Context: an optimization exercise on an open-source flow, tuned for small area. The choices shown serve that exercise and are no tape-out recipe. In this exercise RTL edits were held to simulation tests only and were not proved equivalent to the original.

==> inputs of job 8254 <==
==> flow/design.v (excerpt) <==
module synapse #(
    parameter DW = 16, T_DW = 4
)(
    input wire clk,
    input wire rst,
    input wire en,
    input wire [DW - 1 : 0] weights_w,
    input wire write_enable,
    output reg [DW - 1 : 0] weights_r,
    input wire read_enable,
    input wire pre_spiking,
    output reg signed [DW - 1 : 0] spking_value,
    output reg post_en,
    input wire update_en,
    input wire signed [DW - 1 : 0] learning_rate
);
clock: 10.0 ns
lec_check: 0
abc_area: 1
cap_margin: 0
core_margin: 2
core_utilization: 55
cts_buf_list: sky130_fd_sc_hd__clkbuf_16
cts_cluster_diameter: 80
cts_cluster_size: 30
place_density: 0.7
slew_margin: 0
standard.sh (not shown) runs the stock make flow with config.mk's settings and CLKGATE_MAP_FILE= SYNTH_SCRIPT=/design/flow/synth_recipe.tcl, a recipe that flattens the netlist after the stock synthesis.
==> flow/flow/run.sh <==
#!/bin/bash
# Own layout flow: the standard flow, with two extra steps after the
# standard synthesis, each kept only if ABC's cec finds the result
# equivalent to the standard netlist (registers as cut points):
#  1. polarity.py re-chooses the polarity of the full-adder cells (a full
#     adder is self-dual) and of some simple gates to drop inverters;
#  2. resyn.sh re-maps the logic between the adders and registers with an
#     area-oriented ABC script, twice (the second pass still finds savings).
# Each tool's output goes to a log file of its own in this folder.
set -euo pipefail
R=orfs/results/${FLOW_PLATFORM:-sky130hd}/synapse/base
TOP=${FLOW_TOP:-synapse}
bash standard.sh synth > std_synth.log 2>&1
cp $R/1_2_yosys.v synth_standard.v
cur=synth_standard.v
if python3 flow/polarity.py $cur synth_polarity.v > polarity.log 2>&1 \
   && bash flow/cec.sh synth_standard.v synth_polarity.v $TOP > cec_polarity.log 2>&1 \
   && grep -q "Networks are equivalent" cec_polarity.log; then
  cur=synth_polarity.v
fi
for pass in 1 2; do
  if bash flow/resyn.sh $cur synth_resyn$pass.v $TOP > resyn$pass.log 2>&1 \
     && bash flow/cec.sh synth_standard.v synth_resyn$pass.v $TOP > cec_resyn$pass.log 2>&1 \
     && grep -q "Networks are equivalent" cec_resyn$pass.log; then
    cur=synth_resyn$pass.v
  fi
done
echo "netlist used: $cur" > netlist_used.log
if [[ $cur != synth_standard.v ]]; then
  sleep 1
  cp $cur $R/1_2_yosys.v
fi
bash standard.sh > std_layout.log 2>&1
==> flow/flow/resyn.sh <==
#!/bin/bash
# resyn.sh IN.v OUT.v TOP: re-map the combinational logic of a mapped netlist
# with an area-oriented ABC script. Full adders, half adders, flip-flops and
# tie cells are kept as they are (so every register keeps its cell and name);
# the logic between them is read as the library's cell functions and mapped
# again onto the platform's cells, leaving out its don't-use cells.
set -euo pipefail
FH=${FLOW_HOME:-/OpenROAD-flow-scripts/flow}
L=$FH/platforms/sky130hd/lib/sky130_fd_sc_hd__tt_025C_1v80.lib
DU=$(sed -n '/^export DONT_USE_CELLS += /,/^#/p' $FH/platforms/sky130hd/config.mk \
     | grep -o "sky130_fd_sc_hd__[a-z0-9_]*" | sed 's/^/-dont_use /' | tr '\n' ' ')
printf 'set_driving_cell sky130_fd_sc_hd__buf_1\nset_load 5\n' > resyn_abc.constr
yosys -q -l resyn_yosys_$(basename $2 .v).log -p "
read_liberty -ignore_miss_func $L
setattr -mod -set keep_hierarchy 1 sky130_fd_sc_hd__fa_1 sky130_fd_sc_hd__ha_1 sky130_fd_sc_hd__dfxtp_1 sky130_fd_sc_hd__conb_1
read_verilog $1
hierarchy -top $3
flatten
opt_clean
abc -D 10000 -liberty $L $DU -constr resyn_abc.constr -script flow/resyn.abc
opt_clean -purge
select $3
write_verilog -noattr -selected $2
"
Other scripts of this flow, unchanged in this note and not shown: flow/flow/cec.sh, flow/flow/polarity.py, flow/flow/resyn.abc
==> job 7224: changes against job 8254 <==
--- a/flow/flow/run.sh
+++ b/flow/flow/run.sh
@@ -6,5 +6,5 @@
 #     adder is self-dual) and of some simple gates to drop inverters;
 #  2. resyn.sh re-maps the logic between the adders and registers with an
-#     area-oriented ABC script, twice (the second pass still finds savings).
+#     area-oriented ABC script.
 # Each tool's output goes to a log file of its own in this folder.
 set -euo pipefail
@@ -19,11 +19,9 @@
   cur=synth_polarity.v
 fi
-for pass in 1 2; do
-  if bash flow/resyn.sh $cur synth_resyn$pass.v $TOP > resyn$pass.log 2>&1 \
-     && bash flow/cec.sh synth_standard.v synth_resyn$pass.v $TOP > cec_resyn$pass.log 2>&1 \
-     && grep -q "Networks are equivalent" cec_resyn$pass.log; then
-    cur=synth_resyn$pass.v
-  fi
-done
+if bash flow/resyn.sh $cur synth_resyn.v $TOP > resyn.log 2>&1 \
+   && bash flow/cec.sh synth_standard.v synth_resyn.v $TOP > cec_resyn.log 2>&1 \
+   && grep -q "Networks are equivalent" cec_resyn.log; then
+  cur=synth_resyn.v
+fi
 echo "netlist used: $cur" > netlist_used.log
 if [[ $cur != synth_standard.v ]]; then
--- a/flow/flow/resyn.sh
+++ b/flow/flow/resyn.sh
@@ -11,5 +11,5 @@
      | grep -o "sky130_fd_sc_hd__[a-z0-9_]*" | sed 's/^/-dont_use /' | tr '\n' ' ')
 printf 'set_driving_cell sky130_fd_sc_hd__buf_1\nset_load 5\n' > resyn_abc.constr
-yosys -q -l resyn_yosys_$(basename $2 .v).log -p "
+yosys -q -l resyn_yosys.log -p "
 read_liberty -ignore_miss_func $L
 setattr -mod -set keep_hierarchy 1 sky130_fd_sc_hd__fa_1 sky130_fd_sc_hd__ha_1 sky130_fd_sc_hd__dfxtp_1 sky130_fd_sc_hd__conb_1
CTS_BUF_LIST = sky130_fd_sc_hd__clkbuf_8   (was sky130_fd_sc_hd__clkbuf_16)
CTS_CLUSTER_DIAMETER = 60   (was 80)
CTS_CLUSTER_SIZE = 16   (was 30)
==> qor summary <==
item	job 7224	job 8254
Clock buffers created by TritonCTS	26	15
Result of the run	no timing/DRC/antenna violations	no timing/DRC/antenna violations
Avg Synthesized Cell Area	8.83 µm²	8.88 µm²
X dimension of the die	194 µm	193 µm
Share of the final layout cell area in multi-input gates	66.7%	66.9%
Worst-case setup margin in the final layout	0.410 ns	0.475 ns
Worst hold start	delay_for_mul1	delay_for_mul2
Vias after detailed routing	16900	16700
Register area	4090 µm²	4080 µm²
Maximum number of pins on one net before global-route repair	67	57
Dpl cells	2830	2801

==> re-timing with driven ports <==
No port has a modelled driver above. Below, the same layouts with a new extraction and two added sets of constraints.
Step 1: set_driving_cell puts a clkbuf_16 on clk and a buf_2 on each other input, an assumption about the parent block.
Step 2 also shifts input and output timing later by t, the mid clock arrival at the registers, as if the neighbouring blocks saw the same clock.
Slacks: no drivers / after step 1 / after step 2; pairs: no drivers / after step 1.
| run | t (ns) | setup WS [ns] | slew at the worst register clock pin (ns) | pins driven straight from the clock port |
|---|---|---|---|---|
| job 8254 | 0.538 | 0.475 / 0.475 / 0.475 | 0.11 / 0.11 | 1 |
| job 7224 | 0.654 | 0.410 / 0.410 / 0.410 | 0.11 / 0.11 | 1 |
After both steps every run listed still meets setup and hold.
